Context: an optimization exercise on an open-source flow, tuned for small area and few clock cycles. The choices shown serve that exercise and are no tape-out recipe.
In this exercise RTL edits were held to simulation tests only and were not proved equivalent to the original.
Power is estimated from default activity; no workload was simulated.

File: flow/config.mk
export PLATFORM = sky130hd
export DESIGN_NAME = cpu
export DESIGN_NICKNAME = cpu
export VERILOG_FILES = /design/flow/design.v
export SDC_FILE = /design/flow/constraint.sdc
export NUM_CORES = 4
export LEC_CHECK = 0
export CAP_MARGIN = 20
export CORE_MARGIN = 2
export CORE_UTILIZATION = 30
export SETUP_SLACK_MARGIN = 1.0
export SLEW_MARGIN = 20
File: flow/constraint.sdc
create_clock -name core_clock -period 14.0 [get_ports {clk}]
set_input_delay 2.8000 -clock core_clock [delete_from_list [all_inputs] [get_ports {clk}]]
set_output_delay 2.8000 -clock core_clock [all_outputs]
set_load 0.01 [all_outputs]
File: flow/design.v
module alu32 ( input [5:0] op,       
               input [31:0] rv1,     
               input [31:0] rv2,     
               output [31:0] rvout   
             );
    localparam ADD   = 6'd0;
    localparam SLL   = 6'd1;
    localparam SLT   = 6'd2;
    localparam SLTU  = 6'd3;
    localparam XOR   = 6'd4;
    localparam SRL   = 6'd5;
    localparam OR    = 6'd6;
    localparam AND   = 6'd7;
    localparam SRA   = 6'd8;
    localparam SUB   = 6'd9;
    reg [31:0] rvout_r;
    always @(op, rv1, rv2) begin
        case(op)
            ADD:
                rvout_r = rv1 + rv2;
            SUB:
                rvout_r = rv1 - rv2;
            SLL:
                rvout_r = rv1 << rv2[4:0];
            SLT:
                rvout_r = $signed(rv1) < $signed(rv2);
            SLTU:
                rvout_r = rv1 < rv2;
            XOR:
                rvout_r = rv1 ^ rv2;
            SRL:
                rvout_r = rv1 >> rv2[4:0];
            SRA:
                rvout_r = $signed(rv1) >>> rv2[4:0];
            OR:
                rvout_r = rv1 | rv2;
            AND:
                rvout_r = rv1 & rv2;
            default:
                rvout_r = 32'b0;
        endcase
    end
    assign rvout = rvout_r;
endmodule
module regfile ( input reset,
                 input [4:0] rs1,      
                 input [4:0] rs2,      
                 input [4:0] rd,       
                 input we,             
                 input [31:0] wdata,   
                 output [31:0] rv1,    
                 output [31:0] rv2,    
                 input clk             
               );
    reg [31:0] internalRegisters [0:31];
    reg [31:0] rv1_r, rv2_r;
    always @(posedge clk) begin
            if (we == 1'b1) begin
                if(rd == 5'd0)
                    internalRegisters[rd] <= 32'd0;
                else
                    internalRegisters[rd] <= wdata;
            end
    end
    assign rv1 = (rs1 == 5'd0) ? 32'd0 : internalRegisters[rs1];
    assign rv2 = (rs2 == 5'd0) ? 32'd0 : internalRegisters[rs2];
endmodule
module control ( input [31:0] idata,     
                 input reset,            
                 output branch,          
                 output jump,            
                 output dMEMToReg,       
                 output [5:0] aluOp,     
                 output [4:0] rs1,       
                 output [4:0] rs2,       
                 output [4:0] rd,        
                 output regOrImm,        
                 output regWrite         
               );
    reg dMEMToReg_r, regOrImm_r, regWrite_r, branch_r, jump_r;
    reg [5:0] aluOp_r;
    reg [4:0] rs1_r, rs2_r, rd_r;
    localparam LUI = 7'b0110111;
    localparam AUIPC = 7'b0010111;
    localparam JAL = 7'b1101111;
    localparam JALR = 7'b1100111;
    localparam BXX = 7'b1100011;
    localparam LXX = 7'b0000011;
    localparam SXX = 7'b0100011;
    localparam IXX = 7'b0010011;
    localparam RXX = 7'b0110011;
    always @(idata) begin
        case(idata[6:0])
            LUI,
            AUIPC: begin
                branch_r = 1'b0;
                jump_r = 1'b0;
                dMEMToReg_r = 1'b0;
                aluOp_r = 6'd0;
                rs1_r = 5'd0;
                rs2_r = 5'd0;
                rd_r = idata[11:7];
                regOrImm_r = 1'b1;
                regWrite_r = 1'b1;
            end
            JAL: begin
                branch_r = 1'b0;
                jump_r = 1'b1;
                dMEMToReg_r = 1'b0;
                aluOp_r = 6'd0;
                rs1_r = 5'd0;
                rs2_r = 5'd0;
                rd_r = idata[11:7];
                regOrImm_r = 1'b0;
                regWrite_r = 1'b1;
            end
            JALR: begin
                branch_r = 1'b0;
                jump_r = 1'b1;
                dMEMToReg_r = 1'b0;
                aluOp_r = 6'd0;
                rs1_r = idata[19:15];
                rs2_r = 5'd0;
                rd_r = idata[11:7];
                regOrImm_r = 1'b0;
                regWrite_r = 1'b1;
            end
            BXX: begin
                branch_r = 1'b1;
                jump_r = 1'b0;
                dMEMToReg_r = 1'b0;
                case(idata[14:12])
                    3'd0:    
                        aluOp_r = 6'd9;
                    3'd1:    
                        aluOp_r = 6'd9;
                    3'd4:    
                        aluOp_r = 6'd2;
                    3'd5:    
                        aluOp_r = 6'd2;
                    3'd6:    
                        aluOp_r = 6'd3;
                    3'd7:    
                        aluOp_r = 6'd3;
                    default:
                        aluOp_r = 6'd15;
                endcase
                rs1_r = idata[19:15];
                rs2_r = idata[24:20];
                rd_r = 5'd0;
                regOrImm_r = 1'b0;
                regWrite_r = 1'b0;
            end
            LXX: begin
                branch_r = 1'b0;
                jump_r = 1'b0;
                dMEMToReg_r = 1'b1;
                aluOp_r = 6'd0;
                rs1_r = idata[19:15];
                rs2_r = 5'd0;
                rd_r = idata[11:7];
                regOrImm_r = 1'b1;
                regWrite_r = 1'b1;
            end
            SXX: begin
                branch_r = 1'b0;
                jump_r = 1'b0;
                dMEMToReg_r = 1'b0;
                aluOp_r = 6'd0;
                rs1_r = idata[19:15];
                rs2_r = idata[24:20];
                rd_r = 5'd0;
                regOrImm_r = 1'b1;
                regWrite_r = 1'b0;
            end
            IXX: begin
                branch_r = 1'b0;
                jump_r = 1'b0;
                dMEMToReg_r = 1'b0;
                case (idata[14:12])
                    3'd0,    
                    3'd2,    
                    3'd3,    
                    3'd4,    
                    3'd6,    
                    3'd7:    
                        aluOp_r = {3'd0, idata[14:12]};
                    3'd1:    
                        aluOp_r = {3'd0, idata[14:12]};
                    3'd5:    
                        aluOp_r = (idata[30]) ? 6'd8:6'd5;
                    default:
                        aluOp_r = {3'd0, idata[14:12]};
                endcase
                rs1_r = idata[19:15];
                rs2_r = 5'd0;
                rd_r = idata[11:7];
                regOrImm_r = 1'b1;
                regWrite_r = 1'b1;
            end
            RXX: begin
                branch_r = 1'b0;
                jump_r = 1'b0;
                dMEMToReg_r = 1'b0;
                case(idata[14:12])
                    3'd1,    
                    3'd2,    
                    3'd3,    
                    3'd4,    
                    3'd6,    
                    3'd7:    
                        aluOp_r = {3'd0, idata[14:12]};
                    3'd0:    
                        aluOp_r = (idata[30]) ? 6'd9:6'd0;
                    3'd5:    
                        aluOp_r = (idata[30]) ? 6'd8:6'd5;
                    default:
                        aluOp_r = {3'd0, idata[14:12]};
                endcase
                rs1_r = idata[19:15];
                rs2_r = idata[24:20];
                rd_r = idata[11:7];
                regOrImm_r = 1'b0;
                regWrite_r = 1'b1;
            end
            default: begin  
                branch_r = 1'b0;
                jump_r = 1'b0;
                dMEMToReg_r = 1'b0;
                aluOp_r = 6'd0;
                rs1_r = 5'd0;
                rs2_r = 5'd0;
                rd_r = 5'd0;
                regOrImm_r = 1'b0;
                regWrite_r = 1'b0;
            end
        endcase
    end
    assign branch = ~reset & branch_r;
    assign jump = ~reset & jump_r;
    assign dMEMToReg = ~reset & dMEMToReg_r;
    assign aluOp = ~reset & aluOp_r;
    assign rs1 = ~reset & rs1_r;
    assign rs2 = ~reset & rs2_r;
    assign rd = ~reset & rd_r;
    assign regOrImm = ~reset & regOrImm_r;
    assign regWrite = ~reset & regWrite_r;
endmodule
module immGen ( input [31:0] idata,      
                output [31:0] imm        
              );
    localparam LUI = 7'b0110111;
    localparam AUIPC = 7'b0010111;
    localparam JAL = 7'b1101111;
    localparam JALR = 7'b1100111;
    localparam BXX = 7'b1100011;
    localparam LXX = 7'b0000011;
    localparam SXX = 7'b0100011;
    localparam IXX = 7'b0010011;
    localparam RXX = 7'b0110011;
    reg [31:0] imm_r;
    always @(idata) begin
        case(idata[6:0])
            LUI,
            AUIPC:
                imm_r = idata[31:12] << 12;
            JAL:
                imm_r = $signed({idata[31], idata[19:12], idata[20], idata[30:21], 1'b0});
            BXX:
                imm_r = $signed({idata[31], idata[7], idata[30:25], idata[11:8], 1'b0});
            SXX:
                imm_r = $signed({idata[31:25], idata[11:7]});
            LXX,
            JALR:
                imm_r = $signed(idata[31:20]);
            IXX:
                case(idata[14:12])
                    3'd0,        
                    3'd2,        
                    3'd3,        
                    3'd4,        
                    3'd6,        
                    3'd7:        
                        imm_r = $signed(idata[31:20]);
                    3'd1,        
                    3'd5:        
                        imm_r = {27'b0, idata[24:20]};
                endcase
            RXX:
                imm_r = 32'b0;
            default:
                imm_r = 32'b0;
        endcase
    end
    assign imm = imm_r;
endmodule
module cpu ( input clk,              
             input reset,            
             output reg [31:0] iaddr,  
             input [31:0] idata,     
             output [31:0] daddr,    
             input [31:0] drdata,    
             output [31:0] dwdata,   
             output [3:0] dwe        
           );
    wire branch, jump;
    reg start;
    wire dMEMMuxSel, immMuxSel;
    wire we_RF;
    wire [4:0] rs1_RF, rs2_RF, rd_RF;
    wire [31:0] wdata_RF, rv1_RF, rv2_RF;
    reg [31:0] drdata_RF;
    wire [5:0] op_ALU;
    wire [31:0] rv1_ALU, rv2_ALU, out_ALU;
    wire [31:0] immediate;
    reg [3:0] dwe_r;
    reg [31:0] maskedDWData_r;
    localparam LUI = 7'b0110111;
    localparam AUIPC = 7'b0010111;
    localparam JAL = 7'b1101111;
    localparam JALR = 7'b1100111;
    localparam BXX = 7'b1100011;
    localparam LXX = 7'b0000011;
    localparam SXX = 7'b0100011;
    localparam IXX = 7'b0010011;
    localparam RXX = 7'b0110011;
    always @(posedge clk) begin
        if (reset) begin
            iaddr <= 0;
            start <= 0;
        end
        else begin
            if (start == 0) begin
                start <= 1'b1;
                iaddr <= 0;
            end
            else begin
                start <= 1'b1;
                if (jump) begin
                    if (idata[6:0]==JALR)
                        iaddr <= ((immediate+rv1_RF) >> 1) << 1;
                    else if (idata[6:0]==JAL)
                        iaddr <= immediate + iaddr;
                end
                else if (branch) begin
                    iaddr <= iaddr + 32'd4;
                    case(idata[14:12])
                        3'd0: begin    
                            if (out_ALU == 32'b0)
                                iaddr <= immediate + iaddr;
                        end
                        3'd1: begin    
                            if (out_ALU != 32'b0)
                                iaddr <= immediate + iaddr;
                        end
                        3'd4: begin    
                            if (out_ALU == 32'b1)
                                iaddr <= immediate + iaddr;
                        end
                        3'd5: begin    
                            if (out_ALU == 32'b0)
                                iaddr <= immediate + iaddr;
                        end
                        3'd6: begin    
                            if (out_ALU == 32'b1)
                                iaddr <= immediate + iaddr;
                        end
                        3'd7: begin    
                            if (out_ALU == 32'b0)
                                iaddr <= immediate + iaddr;
                        end
                        default:
                            iaddr <= iaddr + 32'd4;
                    endcase
                end
                else
                    iaddr <= iaddr + 32'd4;
            end
        end
    end
    control cntrl(
        .idata(idata),
        .reset(reset),
        .branch(branch),
        .jump(jump),
        .dMEMToReg(dMEMMuxSel),
        .aluOp(op_ALU),
        .rs1(rs1_RF),
        .rs2(rs2_RF),
        .rd(rd_RF),
        .regOrImm(immMuxSel),
        .regWrite(we_RF)
    );
    immGen ig(
        .idata(idata),
        .imm(immediate)
    );
    regfile rf(
        .clk(clk),
        .rs1(rs1_RF),
        .rs2(rs2_RF),
        .rd(rd_RF),
        .we(we_RF),
        .wdata(wdata_RF),
        .rv1(rv1_RF),
        .rv2(rv2_RF),
        .reset(reset)
    );
    alu32 alu(
        .op(op_ALU),
        .rv1(rv1_ALU),
        .rv2(rv2_ALU),
        .rvout(out_ALU)
    );
    assign rv1_ALU = (idata[6:0] == JAL | idata[6:0] == JALR) ? iaddr+32'd4 : (idata[6:0] == AUIPC) ? iaddr : rv1_RF;
    assign rv2_ALU = (immMuxSel) ? immediate : rv2_RF;
    assign wdata_RF = (dMEMMuxSel) ? drdata_RF : out_ALU;
    assign dwe = {4{~reset}} & dwe_r;
    assign daddr = out_ALU;
    assign dwdata = {32{~reset}} & maskedDWData_r;
    always @(*) begin
        if (idata[6:0] == SXX) begin
            case(idata[14:12])
                3'b000: begin
                    maskedDWData_r = {4{rv2_RF[7:0]}};      
                    case(daddr[1:0])
                        2'b00:
                            dwe_r = 4'b0001;
                        2'b01:
                            dwe_r = 4'b0010;
                        2'b10:
                            dwe_r = 4'b0100;
                        2'b11:
                            dwe_r = 4'b1000;
                    endcase
                end
                3'b001: begin
                    maskedDWData_r = {2{rv2_RF[15:0]}};      
                    case(daddr[1:0])
                        2'b00:
                            dwe_r = 4'b0011;
                        2'b10:
                            dwe_r = 4'b1100;
                        default:
                            dwe_r = 4'b0000;
                    endcase
                end
                3'b010: begin
                    maskedDWData_r = rv2_RF;
                    case(daddr[1:0])
                        2'b00:
                            dwe_r = 4'b1111;
                        default:
                            dwe_r = 4'b0000;
                    endcase
                end
                default: begin
                    maskedDWData_r = 32'b0;
                    dwe_r = 4'b0000;
                end
            endcase
        end
        else begin
            dwe_r = 4'b0000;
            maskedDWData_r = 32'b0;
        end
    end
    always @(*) begin
        if (idata[6:0] == LXX) begin
            case(idata[14:12])
                3'b000: begin
                    case(daddr[1:0])
                        2'b00:
                            drdata_RF = $signed(drdata[7:0]);
                        2'b01:
                            drdata_RF = $signed(drdata[15:8]);
                        2'b10:
                            drdata_RF = $signed(drdata[23:16]);
                        2'b11:
                            drdata_RF = $signed(drdata[31:24]);
                    endcase
                end
                3'b001: begin
                    case(daddr[1:0])
                        2'b00:
                            drdata_RF = $signed(drdata[15:0]);
                        2'b10:
                            drdata_RF = $signed(drdata[31:16]);
                        default:
                            drdata_RF = 32'b0;
                    endcase
                end
                3'b010: begin
                    drdata_RF = drdata;
                end
                3'b100: begin
                    case(daddr[1:0])
                        2'b00:
                            drdata_RF = drdata[7:0];
                        2'b01:
                            drdata_RF = drdata[15:8];
                        2'b10:
                            drdata_RF = drdata[23:16];
                        2'b11:
                            drdata_RF = drdata[31:24];
                    endcase
                end
                3'b101: begin
                    case(daddr[1:0])
                        2'b00:
                            drdata_RF = drdata[15:0];
                        2'b10:
                            drdata_RF = drdata[31:16];
                        default:
                            drdata_RF = 32'b0;
                    endcase
                end
                default: begin
                    drdata_RF = 32'b0;
                end
            endcase
        end
        else
            drdata_RF = 32'b0;
    end
endmodule
File: flow/run.sh
#!/bin/bash
# synth_recipe.tcl (not shown) runs the flow's synth.tcl, then flattens the netlist and writes it again
# the make line also repeats each setting of config.mk as NAME=value (left out here)
make -C /OpenROAD-flow-scripts/flow DESIGN_CONFIG=/design/flow/config.mk WORK_HOME=/design/flow/orfs CLKGATE_MAP_FILE= SYNTH_SCRIPT=/design/flow/synth_recipe.tcl finish
==> metrics.json <==
{
  "run_status": {"value": "no timing/DRC/antenna violations"},
  "yosys.cell_types.count": {"value": 120},
  "grt_first_pass_wirelength": {"value": 501500, "unit": "microns"},
  "share_comb_of_total_power": {"value": 7.9, "unit": "%"},
  "dpl.cell_count": {"value": 10510},
  "post-synth-top-area-fraction": {"value": 45.26, "unit": "%"},
  "vdd_ir_drop_max": {"value": 0.00009945, "unit": "V"},
  "area_of_the_mapped_netlist": {"value": 0.06794, "unit": "sq mm"},
  "drc_violation_count_after_routing": {"value": 0},
  "clock-sinks": {"value": 1057},
  "worst_setup_path_start_kind": {"value": "input pin"},
  "antenna_violating_nets_post_route": {"value": 0},
  "path_class": {"value": "input pin to primary output"},
  "grtUsageTotal": {"value": 30.29, "unit": "%"},
  "min_delay_path_depth": {"value": 2},
  "maxSlewHeadroom": {"value": 20.68, "unit": "%"},
  "ios": {"value": 166},
  "skew": {"value": 0.07345, "unit": "ns"},
  "worst_hold_path_type": {"value": "flip-flop to flip-flop"},
  "synthesis.nets": {"value": 7694},
  "leakage_power": {"value": 29.73, "unit": "nW"},
  "global_placer_s_final_weighted_congestion": {"value": 1.060},
  "final_period_minus_worst_setup_slack": {"value": 13.14, "unit": "ns"},
  "internal_power": {"value": 5.439, "unit": "mW"},
  "grt_pass1_vias": {"value": 64140},
  "chipWidth": {"value": 479.9, "unit": "microns"},
  "r2r.worst_path.cells": {"value": 27},
  "power.total": {"value": 7.234, "unit": "mW"},
  "vias_per_cell": {"value": 6.471},
  "net-switching-power": {"value": 1.795, "unit": "mW"},
  "sequential_cell_area": {"value": 0.03141, "unit": "sq mm"},
  "synth.ff_latch_count": {"value": 1057},
  "floorplan.die.height": {"value": 479.9, "unit": "microns"},
  "initialDrtViolationCount": {"value": 11700},
  "synth_edf_count": {"value": 1024},
  "p_clk_share": {"value": 44.8, "unit": "%"},
  "worst_ep_required_time": {"value": 11.20, "unit": "ns"},
  "clk_pin_slew_worst_paths": {"value": 0.06, "unit": "ns"},
  "power.share.sequential": {"value": 47.2, "unit": "%"},
  "number_of_nets_in_the_layout": {"value": 7925},
  "maxSlewViolCount": {"value": 0},
  "initial_util": {"value": 30.21, "unit": "%"},
  "grt_start_max_net_pins": {"value": 90},
  "core_region": {"value": 0.2249, "unit": "sq mm"},
  "clockBufferDepth": {"value": 3},
  "fill_cells": {"value": 22370},
  "core.rowCount": {"value": 174},
  "grt_overflow_total": {"value": 0},
  "dp_hpwl": {"value": 238900, "unit": "microns"},
  "cts_buffers": {"value": 112},
  "worst_setup_path_end_kind": {"value": "primary output"},
  "min_period_over_period": {"value": 93.87, "unit": "%"},
  "worst_ep_arrival_time": {"value": 10.34, "unit": "ns"},
  "wirelength": {"value": 367200, "unit": "microns"},
  "avg_cell_area_syn": {"value": 9.102, "unit": "sq um"},
  "synth-async-reset-ratio": {"value": 0, "unit": "%"},
  "ys.flop_type": {"value": "sky130_fd_sc_hd__edfxtp_1"},
  "synth-seq-area-share": {"value": 46.23, "unit": "%"},
  "initial_antenna_violation_count": {"value": 17},
  "worst_slew_pin_tran": {"value": 1.185, "unit": "ns"},
  "syn_inst": {"value": 7465},
  "cts_tree": {"value": "built"},
  "dieArea": {"value": 0.2303, "unit": "sq mm"},
  "fmax": {"value": 76.09, "unit": "MHz"},
  "setup_viol": {"value": 0},
  "detail_route.wl_per_cell": {"value": 34.03, "unit": "microns"},
  "worstSkewPairLatency": {"value": 0.82, "unit": "ns"},
  "routed-via-count": {"value": 69830},
  "areaGrowthSynthToFinish": {"value": 19.76, "unit": "%"},
  "switching_share_of_power": {"value": 24.82, "unit": "%"},
  "synth_top_area_cells": {"value": "sky130_fd_sc_hd__edfxtp_1 45%, sky130_fd_sc_hd__nand2_1 8.9%, sky130_fd_sc_hd__a21oi_1 3.2%, sky130_fd_sc_hd__mux2i_1 3.0%, sky130_fd_sc_hd__nand3_1 3.0%"},
  "drtPass1Iterations": {"value": 7},
  "synth_warnings": {"value": 5},
  "area_of_combinational_cells_with_multiple_inputs": {"value": 0.03476, "unit": "sq mm"},
  "ctsRootBufferMaster": {"value": "sky130_fd_sc_hd__clkbuf_16"},
  "hold_viol": {"value": 0},
  "yosysTopAreaCell": {"value": "sky130_fd_sc_hd__edfxtp_1"},
  "post_route_cells_drive_above_1_share": {"value": 14.34, "unit": "%"},
  "worstPathMaxFanout": {"value": 14},
  "h_tree_lvl_count": {"value": 3},
  "power.density": {"value": 88.90, "unit": "mW/mm^2"},
  "rsz_0062_raised_after_global_routing": {"value": "yes"},
  "placement.io_buffers": {"value": 165},
  "fin_cells": {"value": 10790},
  "max_cap_viol_count": {"value": 0}
}
synthesized netlist by cell type (34+ instances only):
master,instances
sky130_fd_sc_hd__buf_2,145
sky130_fd_sc_hd__and3_1,111
sky130_fd_sc_hd__o22ai_1,83
sky130_fd_sc_hd__nand2_1,1603
sky130_fd_sc_hd__edfxtp_1,1024
sky130_fd_sc_hd__nor2_1,516
sky130_fd_sc_hd__a21o_1,43
sky130_fd_sc_hd__buf_1,79
sky130_fd_sc_hd__nor3_1,134
sky130_fd_sc_hd__o221a_2,34
sky130_fd_sc_hd__o21ai_0,322
sky130_fd_sc_hd__a31oi_1,177
sky130_fd_sc_hd__o221ai_1,49
sky130_fd_sc_hd__inv_1,167
sky130_fd_sc_hd__a221oi_1,147
sky130_fd_sc_hd__a211oi_1,128
sky130_fd_sc_hd__a21oi_1,439
sky130_fd_sc_hd__o211ai_1,76
sky130_fd_sc_hd__and2_1,54
sky130_fd_sc_hd__nor4_1,58
sky130_fd_sc_hd__o31ai_1,43
sky130_fd_sc_hd__mux2i_1,202
sky130_fd_sc_hd__clkbuf_1,330
sky130_fd_sc_hd__a2111oi_0,43
sky130_fd_sc_hd__ha_1,159
sky130_fd_sc_hd__nand3_1,404
sky130_fd_sc_hd__a311oi_1,81
sky130_fd_sc_hd__xnor2_1,52
power by group through the flow:
stage	logic, mW	registers, mW	clock network (mW)
6_report	0.572	3.42	3.24
3_3_place_gp	0.518	3.49	0
4_1_cts	0.532	3.42	3.25
2_1_floorplan	0.269	3.49	0
3_5_place_dp	0.517	3.49	0
5_1_grt	0.579	3.42	3.36
worst paths after layout:
kind                     to  slack, ns  startpoint
setup / recovery  daddr[31]       0.86   idata[15]
hold reg to reg    iaddr[0]       0.66    iaddr[0]
hold / removal     iaddr[0]       0.66    iaddr[0]
setup reg to reg   iaddr[2]       5.15    iaddr[2]
placed cells by master, fill, tap and decap left out, types with 129 or more instances in the layout:
master / n
sky130_fd_sc_hd__nor2_1: 450
sky130_fd_sc_hd__nor3_1: 129
sky130_fd_sc_hd__a221oi_1: 143
sky130_fd_sc_hd__ha_1: 155
sky130_fd_sc_hd__buf_4: 469
sky130_fd_sc_hd__nand3_1: 403
sky130_fd_sc_hd__edfxtp_1: 1024
sky130_fd_sc_hd__a21oi_1: 406
sky130_fd_sc_hd__a31oi_1: 172
sky130_fd_sc_hd__mux2i_1: 191
sky130_fd_sc_hd__nand2_1: 1599
sky130_fd_sc_hd__clkdlybuf4s50_1: 151
sky130_fd_sc_hd__o21ai_0: 311
sky130_fd_sc_hd__inv_1: 167
repair_timing:
action,4_1_cts,5_1_grt
setup endpoints to repair,29,15
setup buffers,27,24
cloned,11,7
pin swaps,23,35
gates resized for setup,145,111
hold buffers,0,0
cell type report:
| class | instances | share of cell area [%] |
|---|---|---|
| diodes | 11 | 0.03383 |
| clock inverters | 85 | 1.352 |
| inverters | 173 | 0.7981 |
| multi-input cells | 5637 | 42.72 |
| repair buffers | 715 | 8.403 |
| clock buffers | 121 | 3.486 |
| well taps | 2992 | 4.601 |
| flip-flops and latches | 1057 | 38.60 |
cell families (layout without fill, tap and decap cells):
family | after synthesis | count (layout) | share of synthesized area, %
AO/OA/AOI/OAI | 2095 | 2095 | 21.56
buffers and inverters | 772 | 1094 | 4.834
AND/OR/NAND/NOR | 3064 | 3065 | 19.67
flip-flops | 1057 | 1057 | 46.23
XOR/XNOR | 82 | 82 | 1.057
other | 0 | 11 | 0
adder cells (fa/ha/maj) | 163 | 163 | 3.046
multiplexers | 232 | 232 | 3.598
through the flow:
stage	setup WS (ns)	cell area, sq um	TNS, ns	utilization (%)	hold WS, ns
finish	0.8578	81370	0	36.18	0.6636
global route	0.7964	81340	0	36.17	0.6909
CTS	0.9614	80490	0	35.79	0.6237
detailed placement	-0.3862	75360	-1.511	33.51	0.6182
global placement	-0.3421	75360	-1.478	33.51	0.6137
floorplan	1.464	67940	0	-	0.5199
state kept, by name, summed over array words and instances (netlist names):
name / flops
rf.internalRegisters: 1024
iaddr: 32
start: 1
per-layer routing:
| metal | share of wire [%] | wire length, microns | global-route usage (%) |
|---|---|---|---|
| met2 | 41 | 152200 | 44.39 |
| met5 | 0.022 | 81 | 0 |
| met3 | 14 | 51730 | 10.12 |
| met4 | 8.2 | 30240 | 20.41 |
| met1 | 36 | 133000 | 37.67 |
worst max-delay path, stage by stage:
cell and delay [ns]:
sky130_fd_sc_hd__clkdlybuf4s50_1 0.59, sky130_fd_sc_hd__buf_6 0.32, sky130_fd_sc_hd__or4b_4 0.66, sky130_fd_sc_hd__buf_4 0.33
sky130_fd_sc_hd__buf_4 0.32, sky130_fd_sc_hd__or3_1 0.35, sky130_fd_sc_hd__o211ai_1 0.10, sky130_fd_sc_hd__a22o_1 0.42
sky130_fd_sc_hd__a31oi_2 0.31, sky130_fd_sc_hd__ha_2 0.54, sky130_fd_sc_hd__nand2b_1 0.15, sky130_fd_sc_hd__o41ai_2 0.08
sky130_fd_sc_hd__a311o_1 0.38, sky130_fd_sc_hd__a221oi_2 0.30, sky130_fd_sc_hd__o21ai_0 0.17, sky130_fd_sc_hd__a41oi_2 0.32
sky130_fd_sc_hd__o21ai_1 0.16, sky130_fd_sc_hd__a311oi_2 0.35, sky130_fd_sc_hd__o31ai_1 0.12, sky130_fd_sc_hd__a2111o_1 0.43
sky130_fd_sc_hd__a21oi_1 0.13, sky130_fd_sc_hd__nor3b_1 0.08, sky130_fd_sc_hd__buf_4 0.18, sky130_fd_sc_hd__inv_1 0.14
sky130_fd_sc_hd__clkdlybuf4s50_1 0.57
Testbench counts, summed over its fixed seeds: cycles 20,808.

## port drivers added, routing unchanged
No port has a modelled driver above. Below, the same layout with a new extraction and two added sets of constraints.
Step 1: set_driving_cell puts a clkbuf_16 on clk and a buf_2 on each other input, an assumption about the parent block.
Step 2 also shifts input and output timing later by t, the mid clock arrival at the registers, as if the neighbouring blocks saw the same clock.
Three values: ideal ports, drivers, drivers and shift; two values: the first two.
t, ns: 0.874
setup slack, ns: 0.858 / 0.831 / 0.831
latest minus earliest clock arrival (ns): 0.073 / 0.074
worst data-port slew with drivers (ns): 0.18
pins driven straight from the clock port: 1
After both steps setup and hold are still met in this run. For this run, drivers alone change the setup slack by -0.027 ns; drivers and shift together by -0.027 ns.
